This is an optimization exercise on Yosys and OpenROAD, whose aim is small area and a short achievable clock period, not a production implementation. Where RTL was checked, it was by simulation tests only, not by an equivalence proof against the original. Power is estimated from default activity; no workload was simulated.

==> flow/design.v <==
module CRD(
    input clock,
    input reset,
    input [4:0] data,
    output reg Z,
    output reg ADD,
    output reg DROP,
    output DROP_w,
    output ADD_w,
    output Z_w
);
reg [4:0] data_r;
reg [4:0] P;                    
reg [4:0] ph;                   
wire [4:0] flag_w = data ^ {5{data_r[4]}};
wire [4:0] pick = {flag_w[2] & ~flag_w[1] & ~flag_w[0],
                   flag_w[1] & ~flag_w[0],
                   flag_w[0],
                   flag_w[4] & ~flag_w[3] & ~flag_w[2] & ~flag_w[1] & ~flag_w[0],
                   flag_w[3] & ~flag_w[2] & ~flag_w[1] & ~flag_w[0]};
wire [4:0] P_w = (data == data_r) ? P : pick;
wire [4:0] ph_w = (|P) ? P : ph;
assign ADD_w = ph[0] & P[4];
assign Z_w = ADD_w ^ (|(data_r & ph_w));
assign DROP_w = ph[4] & P[0];
always @(posedge clock) begin
    if (reset) begin
        data_r <= 5'b0;
        P <= 5'b0;
        ph <= 5'b00001;
    end else begin
        data_r <= data;
        P <= P_w;
        ph <= ph_w;
    end
    Z <= Z_w;
    ADD <= ADD_w;
    DROP <= DROP_w;
end
endmodule
module ad_fifo #(parameter N = 41)
(
    input  Clock, Reset,
    input  Z, Add, Drop, DropNext, AddNext, ZNext,
    output reg Underflow, Overflow, Data
);
localparam M = N / 2;           
reg [N-1:1] e_q, f_q, d_q;      
reg [N-1:0] h;                  
reg T;                          
reg [4:0] lf;                   
reg go;                         
wire [N-1:0] mask = ~({{(N-1){1'b0}}, ~go} << M);
wire [N-1:0] d = {d_q, Drop} & mask;
wire [N-1:0] e = {e_q, Add};            
wire [N-1:0] f = {f_q, ~Drop & Z};      
wire e0 = Add | (AddNext & Drop);       
wire f0 = Drop ? ZNext : Z;             
wire [N-1:0] hs = (h & ~d) | ({1'b0, h[N-1:1]} & {1'b0, d[N-1:1]});
wire [N-1:0] h_n = T ? {h[N-2:0], 1'b0} : hs;
wire T_n = go & ~T & (|(h & e));
wire data_n = T ? ~Data & ~Overflow : go & (|(h & f));
wire under_n = ~T & hs[0] & ~Add & DropNext;
wire over_n = ~T & h[N-1] & e[N-1] & ~d[N-1];
always @(posedge Clock) begin
    e_q <= {e_q[N-2:1], e0};
    f_q <= {f_q[N-2:1], f0};
    d_q <= {d_q[N-2:1], Drop};
    if (Reset) begin
        h <= {{(N-1){1'b0}}, 1'b1} << M;
        T <= 1'b0;
        lf <= 5'b00001;
        go <= 1'b0;
        Data <= 1'b0;
        Underflow <= 1'b0;
        Overflow <= 1'b0;
    end else begin
        h <= h_n;
        T <= T_n;
        lf <= {lf[3:0], lf[4] ^ lf[2]};
        go <= go | (lf == LF21);
        Data <= data_n;
        Underflow <= under_n;
        Overflow <= over_n;
    end
end
localparam [4:0] LF21 = 5'b11011;
endmodule
module dr_core
(
    input        clock_480,
    input        reset,
    input  [4:0] data_in,
    output       data_out,
    output       underflow,
    output       overflow
);
wire z_crd, add_crd, drop_crd, drop_next, add_next, z_next;
CRD crd(
    .clock(clock_480),
    .reset(reset),
    .data(data_in),
    .Z(z_crd),
    .ADD(add_crd),
    .DROP(drop_crd),
    .DROP_w(drop_next),
    .ADD_w(add_next),
    .Z_w(z_next)
);
ad_fifo #(.N(41)) fifo
(
    .Clock(clock_480),
    .Reset(reset),
    .Z(z_crd),
    .Add(add_crd),
    .Drop(drop_crd),
    .DropNext(drop_next),
    .AddNext(add_next),
    .ZNext(z_next),
    .Underflow(underflow),
    .Overflow(overflow),
    .Data(data_out)
);
endmodule
export LEC_CHECK = 0
export CAP_MARGIN = 20
export CORE_MARGIN = 2
export CORE_UTILIZATION = 60
export CTS_BUF_LIST = sky130_fd_sc_hd__clkbuf_8
export PLACE_DENSITY = 0.75
export SETUP_SLACK_MARGIN = 1.75
export SLEW_MARGIN = 20
create_clock -name core_clock -period 3.3 [get_ports {clock_480}]
run.sh (not shown) runs the stock make flow with config.mk's settings and CLKGATE_MAP_FILE= SYNTH_SCRIPT=/design/flow/synth_recipe.tcl, a recipe that flattens the netlist after the stock synthesis.
Edit:
==> flow/design.v (replaced) <==
module CRD(
    input clock,
    input reset,
    input [4:0] data,
    output reg Z,
    output reg ADD,
    output reg DROP,
    output DROP_w
);
reg [4:0] data_r;
reg [4:0] P;                    
reg [4:0] ph;                   
wire [4:0] flag_w = data ^ {5{data_r[4]}};
wire [4:0] pick = {flag_w[2] & ~flag_w[1] & ~flag_w[0],
                   flag_w[1] & ~flag_w[0],
                   flag_w[0],
                   flag_w[4] & ~flag_w[3] & ~flag_w[2] & ~flag_w[1] & ~flag_w[0],
                   flag_w[3] & ~flag_w[2] & ~flag_w[1] & ~flag_w[0]};
wire [4:0] P_w = (data == data_r) ? P : pick;
wire [4:0] ph_w = (|P) ? P : ph;
wire ADD_w = ph[0] & P[4];
assign DROP_w = ph[4] & P[0];
always @(posedge clock) begin
    if (reset) begin
        data_r <= 5'b0;
        P <= 5'b0;
        ph <= 5'b00001;
        Z <= 1'b0;
        ADD <= 1'b0;
        DROP <= 1'b0;
    end else begin
        data_r <= data;
        P <= P_w;
        ph <= ph_w;
        Z <= ADD_w ^ (|(data_r & ph_w));
        ADD <= ADD_w;
        DROP <= DROP_w;
    end
end
endmodule
module ad_fifo #(parameter N = 41)
(
    input  Clock, Reset,
    input  Z, Add, Drop, DropNext,
    output reg Underflow, Overflow, Data
);
localparam M = N / 2;           
reg [N-1:2] e_q, f_q;           
reg [N-1:1] d_q;
reg a1, z1;                     
reg [N-1:0] h;                  
reg T;                          
reg go;                         
wire [N-1:0] d = {d_q, Drop};
wire [N-1:0] e = {e_q, a1 | (Add & d_q[1]), Add};
wire [N-1:0] f = {f_q, d_q[1] ? Z : z1, ~Drop & Z};
wire [N-1:0] hs = (h & ~d) | ({1'b0, h[N-1:1]} & {1'b0, d[N-1:1]});
wire [N-1:0] h_n = (T | ~go) ? {h[N-2:0], 1'b0} : hs;
wire T_n = go & ~T & (|(h & e));
wire data_n = T ? ~Data & ~Overflow : go & (|(h & f));
wire under_n = go & ~T & hs[0] & ~Add & DropNext;
wire over_n = ~T & h[N-1] & e[N-1] & ~d[N-1];
always @(posedge Clock) begin
    e_q <= e[N-2:1];
    f_q <= f[N-2:1];
    a1 <= Add;
    z1 <= Z;
    d_q <= {d_q[N-2:1], Drop};
    if (Reset) begin
        h <= {{(N-1){1'b0}}, 1'b1};
        T <= 1'b0;
        go <= 1'b0;
        Data <= 1'b0;
        Underflow <= 1'b0;
        Overflow <= 1'b0;
    end else begin
        h <= h_n;
        T <= T_n;
        go <= go | h[M-1];
        Data <= data_n;
        Underflow <= under_n;
        Overflow <= over_n;
    end
end
endmodule
module dr_core
(
    input        clock_480,
    input        reset,
    input  [4:0] data_in,
    output       data_out,
    output       underflow,
    output       overflow
);
wire z_crd, add_crd, drop_crd, drop_next;
CRD crd(
    .clock(clock_480),
    .reset(reset),
    .data(data_in),
    .Z(z_crd),
    .ADD(add_crd),
    .DROP(drop_crd),
    .DROP_w(drop_next)
);
ad_fifo #(.N(41)) fifo
(
    .Clock(clock_480),
    .Reset(reset),
    .Z(z_crd),
    .Add(add_crd),
    .Drop(drop_crd),
    .DropNext(drop_next),
    .Underflow(underflow),
    .Overflow(overflow),
    .Data(data_out)
);
endmodule
Result: First-iteration DRC count goes down by 12%; setup slack loses 0.0089 ns; sequential share of layout area goes up by 0.51 points; design area goes down by 2.8%; final cell count goes down by 10%; total power goes up by 5.4%; die area goes down by 4.0%; global-route usage goes up by 0.27 points; sequential cell count goes down by 5; utilization goes up by 1.4 points; routed wire length goes down by 5.3%; critical path depth goes up by 4; synthesized area goes down by 4.2%; clock power goes up by about 4%.
For the first run of this note, only the layout was checked, not whether the RTL still works.

Another version of the RTL of dr_core (not shown whole).
Size in the first run: roughly 590 cells after synthesis, ~10 I/O pins, roughly 6100 µm² of cells after synthesis.
==> module CRD, before the edit <==
module CRD(
    input clock,
    input reset,
    input [4:0] data,
    output reg Z,
    output reg ADD,
    output reg DROP,
    output DROP_w
);
reg [4:0] data_r;
reg [4:0] P;                    
reg [4:0] ph;                   
wire [4:0] flag_w = data ^ {5{data_r[4]}};
wire [4:0] pick = {flag_w[2] & ~flag_w[1] & ~flag_w[0],
                   flag_w[1] & ~flag_w[0],
                   flag_w[0],
                   flag_w[4] & ~flag_w[3] & ~flag_w[2] & ~flag_w[1] & ~flag_w[0],
                   flag_w[3] & ~flag_w[2] & ~flag_w[1] & ~flag_w[0]};
wire [4:0] P_w = (data == data_r) ? P : pick;
wire [4:0] ph_w = (|P) ? P : ph;
wire ADD_w = ph[0] & P[4];
assign DROP_w = ph[4] & P[0];
always @(posedge clock) begin
    if (reset) begin
        data_r <= 5'b0;
        P <= 5'b0;
        ph <= 5'b00001;
    end else begin
        data_r <= data;
        P <= P_w;
        ph <= ph_w;
    end
    Z <= ADD_w ^ (|(data_r & ph_w));
    ADD <= ADD_w;
    DROP <= DROP_w;
end
endmodule
==> module ad_fifo, before the edit <==
module ad_fifo #(parameter N = 41)
(
    input  Clock, Reset,
    input  Z, Add, Drop, DropNext,
    output reg Underflow, Overflow, Data
);
localparam M = N / 2;           
reg [N-1:1] z_q;
reg [N-1:1] a_q, d_q;           
reg [N-1:0] h;                  
reg T;                          
reg [4:0] lf;                   
reg go;                         
wire [N-1:0] mask = ~({{(N-1){1'b0}}, ~go} << M);
wire [N-1:0] a = {a_q, Add} & mask;
wire [N-1:0] d = {d_q, Drop} & mask;
wire [N-1:0] z = {z_q, Z};
wire [N-1:0] hs = (h & ~d) | ({1'b0, h[N-1:1]} & {1'b0, d[N-1:1]});
wire [N-1:0] h_n = T ? {h[N-2:0], 1'b0} : hs;
wire T_n = ~T & (|(a & hs));
wire data_n = T ? ~Data & ~Overflow : go & (|(z & hs));
wire under_n = ~T & hs[0] & ~a[0] & DropNext;
wire over_n = ~T & h[N-1] & a[N-1];
always @(posedge Clock) begin
    z_q <= z[N-2:0];
    a_q <= {a_q[N-2:1], Add};
    d_q <= {d_q[N-2:1], Drop};
    if (Reset) begin
        h <= {{(N-1){1'b0}}, 1'b1} << M;
        T <= 1'b0;
        lf <= 5'b00001;
        go <= 1'b0;
        Data <= 1'b0;
        Underflow <= 1'b0;
        Overflow <= 1'b0;
    end else begin
        h <= h_n;
        T <= T_n;
        lf <= {lf[3:0], lf[4] ^ lf[2]};
        go <= go | (lf == LF21);
        Data <= data_n;
        Underflow <= under_n;
        Overflow <= over_n;
    end
end
localparam [4:0] LF21 = 5'b11011;
endmodule
==> module dr_core, before the edit <==
module dr_core
(
    input        clock_480,
    input        reset,
    input  [4:0] data_in,
    output       data_out,
    output       underflow,
    output       overflow
);
wire z_crd, add_crd, drop_crd, drop_next;
CRD crd(
    .clock(clock_480),
    .reset(reset),
    .data(data_in),
    .Z(z_crd),
    .ADD(add_crd),
    .DROP(drop_crd),
    .DROP_w(drop_next)
);
ad_fifo #(.N(41)) fifo
(
    .Clock(clock_480),
    .Reset(reset),
    .Z(z_crd),
    .Add(add_crd),
    .Drop(drop_crd),
    .DropNext(drop_next),
    .Underflow(underflow),
    .Overflow(overflow),
    .Data(data_out)
);
endmodule
Settings: LEC_CHECK=0, CAP_MARGIN=20, CORE_MARGIN=2, CORE_UTILIZATION=60, CTS_BUF_LIST=sky130_fd_sc_hd__clkbuf_8, PLACE_DENSITY=0.75, SETUP_SLACK_MARGIN=1.9, SLEW_MARGIN=20; clock period 3.3 ns.
The first run completed without violations.
==> next run, changes <==
--- a/flow/design.v
+++ b/flow/design.v
@@ -5,7 +5,9 @@
     output reg Z,
     output reg ADD,
     output reg DROP,
-    output DROP_w
+    output DROP_w,
+    output ADD_w,
+    output Z_w
 );
 reg [4:0] data_r;
 reg [4:0] P;                    
@@ -18,7 +20,8 @@
                    flag_w[3] & ~flag_w[2] & ~flag_w[1] & ~flag_w[0]};
 wire [4:0] P_w = (data == data_r) ? P : pick;
 wire [4:0] ph_w = (|P) ? P : ph;
-wire ADD_w = ph[0] & P[4];
+assign ADD_w = ph[0] & P[4];
+assign Z_w = ADD_w ^ (|(data_r & ph_w));
 assign DROP_w = ph[4] & P[0];
 always @(posedge clock) begin
     if (reset) begin
@@ -30,7 +33,7 @@
         P <= P_w;
         ph <= ph_w;
     end
-    Z <= ADD_w ^ (|(data_r & ph_w));
+    Z <= Z_w;
     ADD <= ADD_w;
     DROP <= DROP_w;
 end
@@ -38,29 +41,30 @@
 module ad_fifo #(parameter N = 41)
 (
     input  Clock, Reset,
-    input  Z, Add, Drop, DropNext,
+    input  Z, Add, Drop, DropNext, AddNext, ZNext,
     output reg Underflow, Overflow, Data
 );
 localparam M = N / 2;           
-reg [N-1:1] z_q;
-reg [N-1:1] a_q, d_q;           
+reg [N-1:1] e_q, f_q, d_q;      
 reg [N-1:0] h;                  
 reg T;                          
 reg [4:0] lf;                   
 reg go;                         
 wire [N-1:0] mask = ~({{(N-1){1'b0}}, ~go} << M);
-wire [N-1:0] a = {a_q, Add} & mask;
 wire [N-1:0] d = {d_q, Drop} & mask;
-wire [N-1:0] z = {z_q, Z};
+wire [N-1:0] e = {e_q, Add};            
+wire [N-1:0] f = {f_q, ~Drop & Z};      
+wire e0 = Add | (AddNext & Drop);       
+wire f0 = Drop ? ZNext : Z;             
 wire [N-1:0] hs = (h & ~d) | ({1'b0, h[N-1:1]} & {1'b0, d[N-1:1]});
 wire [N-1:0] h_n = T ? {h[N-2:0], 1'b0} : hs;
-wire T_n = ~T & (|(a & hs));
-wire data_n = T ? ~Data & ~Overflow : go & (|(z & hs));
-wire under_n = ~T & hs[0] & ~a[0] & DropNext;
-wire over_n = ~T & h[N-1] & a[N-1];
+wire T_n = go & ~T & (|(h & e));
+wire data_n = T ? ~Data & ~Overflow : go & (|(h & f));
+wire under_n = ~T & hs[0] & ~Add & DropNext;
+wire over_n = ~T & h[N-1] & e[N-1] & ~d[N-1];
 always @(posedge Clock) begin
-    z_q <= z[N-2:0];
-    a_q <= {a_q[N-2:1], Add};
+    e_q <= {e_q[N-2:1], e0};
+    f_q <= {f_q[N-2:1], f0};
     d_q <= {d_q[N-2:1], Drop};
     if (Reset) begin
         h <= {{(N-1){1'b0}}, 1'b1} << M;
@@ -91,7 +95,7 @@
     output       underflow,
     output       overflow
 );
-wire z_crd, add_crd, drop_crd, drop_next;
+wire z_crd, add_crd, drop_crd, drop_next, add_next, z_next;
 CRD crd(
     .clock(clock_480),
     .reset(reset),
@@ -99,7 +103,9 @@
     .Z(z_crd),
     .ADD(add_crd),
     .DROP(drop_crd),
-    .DROP_w(drop_next)
+    .DROP_w(drop_next),
+    .ADD_w(add_next),
+    .Z_w(z_next)
 );
 ad_fifo #(.N(41)) fifo
 (
@@ -109,6 +115,8 @@
     .Add(add_crd),
     .Drop(drop_crd),
     .DropNext(drop_next),
+    .AddNext(add_next),
+    .ZNext(z_next),
     .Underflow(underflow),
     .Overflow(overflow),
     .Data(data_out)
Result: Sequential share of layout area rose by 4.0 points; cell count fell by 6.4%; final area fell by 6.5%; routed wire length fell by 4.0%; combinational power fell by 2.5%.
For the second run of this note, only the layout was checked, not whether the RTL still works.

separate check: timing with driven ports:
The results above use ideal ports. As a check the final layouts listed here were re-extracted and re-timed, cells and wires unchanged.
Step 1 assumes that a clkbuf_16 drives the clock port and a buf_2 every other input.
Step 2 also shifts input and output timing later by t, the mid clock arrival at the registers, as if the neighbouring blocks saw the same clock.
a / b / c = ideal / step 1 / step 2; a / b = the first two.
run	t, ns	setup WS [ns]	pins driven straight from the clock port
the first run of note 1	0.478	1.697 / 1.663 / 1.466	1
the second run of note 1	0.459	1.688 / 1.688 / 1.383	1
the first run of note 2	0.472	1.743 / 1.709 / 1.476	1
the second run of note 2	0.479	1.686 / 1.685 / 1.520	1
After both steps every run listed still meets setup and hold. The setup slack of the second run of note 1, which loses most, moves by 0.000 ns with the drivers and by -0.305 ns with both steps.
